Background: an optimization exercise with open tools, aiming at small area. Do not read the settings as production practice. Function was checked by simulation only, so behaviour that the tests miss may differ from the original. The clock input has no modelled driver; a real chip could not lean on it and would need a root buffer or a full tree.

==> flow/design.v (excerpt) <==
module ATM_top(
    input        clk,         
    input        rst,         
    input  [1:0] mode,
    input  [11:0] keypad,
    input        load,
    output       auth,
    output [2:0] nstate,
    output [6:0] seg,
    output [3:0] an,
    output       dp
);
    wire [7:0] bal;
    ATM atm_fsm(
        .clk(clk),
        .rst(rst),
        .mode(mode),
        .keypad(keypad),
        .load(load),
        .auth(auth),
        .nstate(nstate),
        .bal(bal)
    );
    seven_seg_display_bal display_unit(
        .clk(clk),
        .rst(rst),
        .bal(bal),
        .seg(seg),
        .an(an),
        .dp(dp)
    );
endmodule
clock: 10.0 ns
lec_check: 0
abc_area: 1
cap_margin: 20
core_margin: 2
core_utilization: 40
place_density: 0.6
slew_margin: 20
standard.sh (not shown) runs the stock make flow with config.mk's settings and CLKGATE_MAP_FILE= SYNTH_SCRIPT=/design/flow/synth_recipe.tcl, a recipe that flattens the netlist after the stock synthesis.
==> flow/flow/run.sh <==
#!/bin/bash
# Own layout flow: the standard synthesis, then the combinational logic
# between the (unchanged) flip-flops is re-mapped for area with a stronger ABC
# script, then the standard layout with small port buffers and a lighter
# clock tree. Each tool's output goes to a log file in the work folder.
set -euo pipefail
WORK=$(pwd)
FLOWDIR=$WORK/flow
YOSYS=${YOSYS_EXE:-/OpenROAD-flow-scripts/tools/install/yosys/bin/yosys}
R=$WORK/orfs/results/$FLOW_PLATFORM/ATM_top/base

# 1. standard synthesis, unchanged
bash standard.sh synth > $WORK/1_synth_standard.log 2>&1

# 2. re-map the combinational logic (flip-flops kept as they are)
cp $R/1_2_yosys.v $WORK/1_2_yosys_standard.v
LIB=$FLOW_HOME/platforms/$FLOW_PLATFORM/lib/sky130_fd_sc_hd__tt_025C_1v80.lib \
TOP=$FLOW_TOP IN=$WORK/1_2_yosys_standard.v OUT=$WORK/1_2_yosys_remap.v \
ABCSCR=$FLOWDIR/remap.abc DONT_USE="*lpflow* *probe*" \
  $YOSYS -c $FLOWDIR/remap.tcl > $WORK/1_remap_yosys.log 2>&1
cp $WORK/1_2_yosys_remap.v $R/1_2_yosys.v
rm -f $R/1_synth.odb $R/1_synth.sdc

# 3. standard floorplan and placement, with small port buffers
export BUFFER_PORTS_ARGS="-buffer_cell sky130_fd_sc_hd__buf_1"
bash standard.sh place > $WORK/2_place_standard.log 2>&1

# 4. clock distribution (flow/clock.tcl) in place of TritonCTS
RESULTS_DIR=$R LIB=$FLOW_HOME/platforms/$FLOW_PLATFORM/lib/sky130_fd_sc_hd__tt_025C_1v80.lib \
PLATFORM_DIR=$FLOW_HOME/platforms/$FLOW_PLATFORM CLOCK_PORT=clk \
CLKBUF=${OWN_CLKBUF:-sky130_fd_sc_hd__clkbuf_8} NGROUP=${OWN_NGROUP:-4} \
  ${OPENROAD_EXE:-$FLOW_HOME/../tools/install/OpenROAD/bin/openroad} -no_init -exit $FLOWDIR/clock.tcl > $WORK/3_clock_openroad.log 2>&1

# 5. standard routing and finishing
bash standard.sh finish > $WORK/4_route_standard.log 2>&1
==> flow/flow/clock.tcl <==
# Clock distribution in place of TritonCTS: the flip-flops are split into
# NGROUP groups by position (halves by x, then by y), and the clock port drives
# one clock buffer (CLKBUF) per group, placed at the group's centre, which
# drives that group's clock pins. All groups are alike (same buffer, similar
# loads), so no register's clock is made early or late on purpose. Then
# detailed placement and hold repair, as ORFS's cts step does.
set R $::env(RESULTS_DIR)
read_liberty $::env(LIB)
read_db $R/3_place.odb
read_sdc $R/3_place.sdc
source $::env(PLATFORM_DIR)/setRC.tcl
set block [ord::get_db_block]
set clk [$block findNet $::env(CLOCK_PORT)]
set master [[ord::get_db] findMaster $::env(CLKBUF)]
set sinks {}
foreach it [$clk getITerms] {
  set loc [[$it getInst] getLocation]
  lappend sinks [list $it [lindex $loc 0] [lindex $loc 1]]
}
proc split2 {l idx} {
  set l [lsort -integer -index $idx $l]
  set h [expr {[llength $l] / 2}]
  return [list [lrange $l 0 [expr {$h - 1}]] [lrange $l $h end]]
}
set groups [list $sinks]
set ng $::env(NGROUP)
set axis 1
while {[llength $groups] < $ng} {
  set new {}
  foreach g $groups { foreach h [split2 $g $axis] { lappend new $h } }
  set groups $new
  set axis [expr {3 - $axis}]
}
set k 0
foreach g $groups {
  set inst [odb::dbInst_create $block $master clkbuf_$k]
  set net [odb::dbNet_create $block clknet_$k]
  $net setSigType CLOCK
  set xs 0; set ys 0
  foreach s $g {
    set it [lindex $s 0]
    $it disconnect
    $it connect $net
    set xs [expr {$xs + [lindex $s 1]}]; set ys [expr {$ys + [lindex $s 2]}]
  }
  set n [llength $g]
  [$inst findITerm A] connect $clk
  [$inst findITerm X] connect $net
  $inst setLocation [expr {$xs / $n}] [expr {$ys / $n}]
  $inst setPlacementStatus PLACED
  puts "clock buffer clkbuf_$k drives $n sinks"
  incr k
}
set_propagated_clock [all_clocks]
detailed_placement
estimate_parasitics -placement
repair_timing -hold -setup_margin 0 -hold_margin 0
detailed_placement
check_placement
write_db $R/4_1_cts.odb
write_db $R/4_cts.odb
write_sdc $R/4_cts.sdc
Other scripts of this flow, unchanged in this note and not shown: flow/flow/remap.abc, flow/flow/remap.tcl
Next try:
--- a/flow/flow/run.sh
+++ b/flow/flow/run.sh
@@ -29,5 +29,5 @@
 RESULTS_DIR=$R LIB=$FLOW_HOME/platforms/$FLOW_PLATFORM/lib/sky130_fd_sc_hd__tt_025C_1v80.lib \
 PLATFORM_DIR=$FLOW_HOME/platforms/$FLOW_PLATFORM CLOCK_PORT=clk \
-CLKBUF=${OWN_CLKBUF:-sky130_fd_sc_hd__clkbuf_8} NGROUP=${OWN_NGROUP:-4} \
+CLKBUF_LIST="sky130_fd_sc_hd__clkbuf_2 sky130_fd_sc_hd__clkbuf_4 sky130_fd_sc_hd__clkbuf_8 sky130_fd_sc_hd__clkbuf_16" SLEW_TARGET=0.115 NGROUP=4 \
   ${OPENROAD_EXE:-$FLOW_HOME/../tools/install/OpenROAD/bin/openroad} -no_init -exit $FLOWDIR/clock.tcl > $WORK/3_clock_openroad.log 2>&1
 
--- a/flow/flow/clock.tcl
+++ b/flow/flow/clock.tcl
@@ -1,8 +1,9 @@
 # Clock distribution in place of TritonCTS: the flip-flops are split into
-# NGROUP groups by position (halves by x, then by y), and the clock port drives
-# one clock buffer (CLKBUF) per group, placed at the group's centre, which
-# drives that group's clock pins. All groups are alike (same buffer, similar
-# loads), so no register's clock is made early or late on purpose. Then
-# detailed placement and hold repair, as ORFS's cts step does.
+# NGROUP groups by position (halves by y, then by x), and the clock port
+# drives one clock buffer per group, placed at the group's centre, which
+# drives that group's clock pins. All groups get the same buffer: the
+# smallest of CLKBUF_LIST whose clock-pin slew, estimated from placement,
+# stays under SLEW_TARGET. No register's clock is made early or late on
+# purpose. Then detailed placement and hold repair, as ORFS's cts step does.
 set R $::env(RESULTS_DIR)
 read_liberty $::env(LIB)
@@ -12,5 +13,5 @@
 set block [ord::get_db_block]
 set clk [$block findNet $::env(CLOCK_PORT)]
-set master [[ord::get_db] findMaster $::env(CLKBUF)]
+set master [[ord::get_db] findMaster [lindex $::env(CLKBUF_LIST) end]]
 set sinks {}
 foreach it [$clk getITerms] {
@@ -54,4 +55,29 @@
 set_propagated_clock [all_clocks]
 detailed_placement
+
+# smallest clock buffer (all groups alike) whose clock pins' slew, estimated
+# from placement, stays under SLEW_TARGET (ns)
+proc worst_clk_slew {} {
+  estimate_parasitics -placement
+  set worst 0.0
+  foreach pin [get_pins -hierarchical */CLK] {
+    foreach e {rise fall} { foreach a {min max} {
+      set s [get_property $pin slew_${a}_$e]
+      if {$s > $worst} { set worst $s }
+    }}
+  }
+  return $worst
+}
+set chosen ""
+foreach b $::env(CLKBUF_LIST) {
+  set m [[ord::get_db] findMaster $b]
+  for {set i 0} {$i < $k} {incr i} { [$block findInst clkbuf_$i] swapMaster $m }
+  set w [worst_clk_slew]
+  puts "clock buffer $b: worst clock pin slew $w"
+  set chosen $b
+  if {$w <= $::env(SLEW_TARGET)} { break }
+}
+puts "clock buffer chosen: $chosen"
+detailed_placement
 estimate_parasitics -placement
 repair_timing -hold -setup_margin 0 -hold_margin 0
--- a/flow/config.mk
+++ b/flow/config.mk
@@ -9,5 +9,6 @@
 export CAP_MARGIN = 20
 export CORE_MARGIN = 2
-export CORE_UTILIZATION = 40
-export PLACE_DENSITY = 0.6
+export CORE_UTILIZATION = 80
+export GPL_TIMING_DRIVEN = 0
+export PLACE_DENSITY = 0.9
 export SLEW_MARGIN = 20
Outcome: This time the run never finished: it broke off in global placement (3_3_place_gp) on GPL-0301. Area after synthesis stays the same. Synthesized cell count is unchanged.
Next try:
--- a/flow/config.mk
+++ b/flow/config.mk
@@ -9,6 +9,6 @@
 export CAP_MARGIN = 20
 export CORE_MARGIN = 2
-export CORE_UTILIZATION = 80
+export CORE_UTILIZATION = 65
 export GPL_TIMING_DRIVEN = 0
-export PLACE_DENSITY = 0.9
+export PLACE_DENSITY = 0.8
 export SLEW_MARGIN = 20
Now the flow ran to the end with no violations.
Area after synthesis does not change.
Synthesized cell count stays the same.
In the first and third runs of this note the design's own scripts or RTL, not TritonCTS, make the clock network.

==> afterwards: timing with drivers on the ports <==
The results above use ideal ports. As a check the final layouts listed here were re-extracted and re-timed, cells and wires unchanged.
Step 1 assumes that a clkbuf_16 drives the clock port and a buf_2 every other input.
Step 2 adds t to the input delays and takes it off the output delays; t is the mean of the earliest and latest rising clock arrival at the registers after step 1. Input paths then give back, and output paths get back, about the clock's delay inside the block.
Slacks: ideal ports / drivers / drivers and shift; pairs: ideal ports / drivers.
run | shift t [ns] | setup WS [ns] | hold slack, ns | clock arrival spread, ns | cell pins on the clock port's net
the first run | 0.213 | 2.359 / 2.395 / 2.182 | 0.394 / 0.394 / 0.394 | 0.019 / 0.019 | 4
the third run | 0.220 | 2.098 / 2.139 / 1.920 | 0.396 / 0.396 / 0.396 | 0.023 / 0.023 | 4
After both steps setup and hold are still met in every run listed. The setup slack of the third run, which loses most, moves by +0.041 ns with the drivers and by -0.178 ns with both steps.
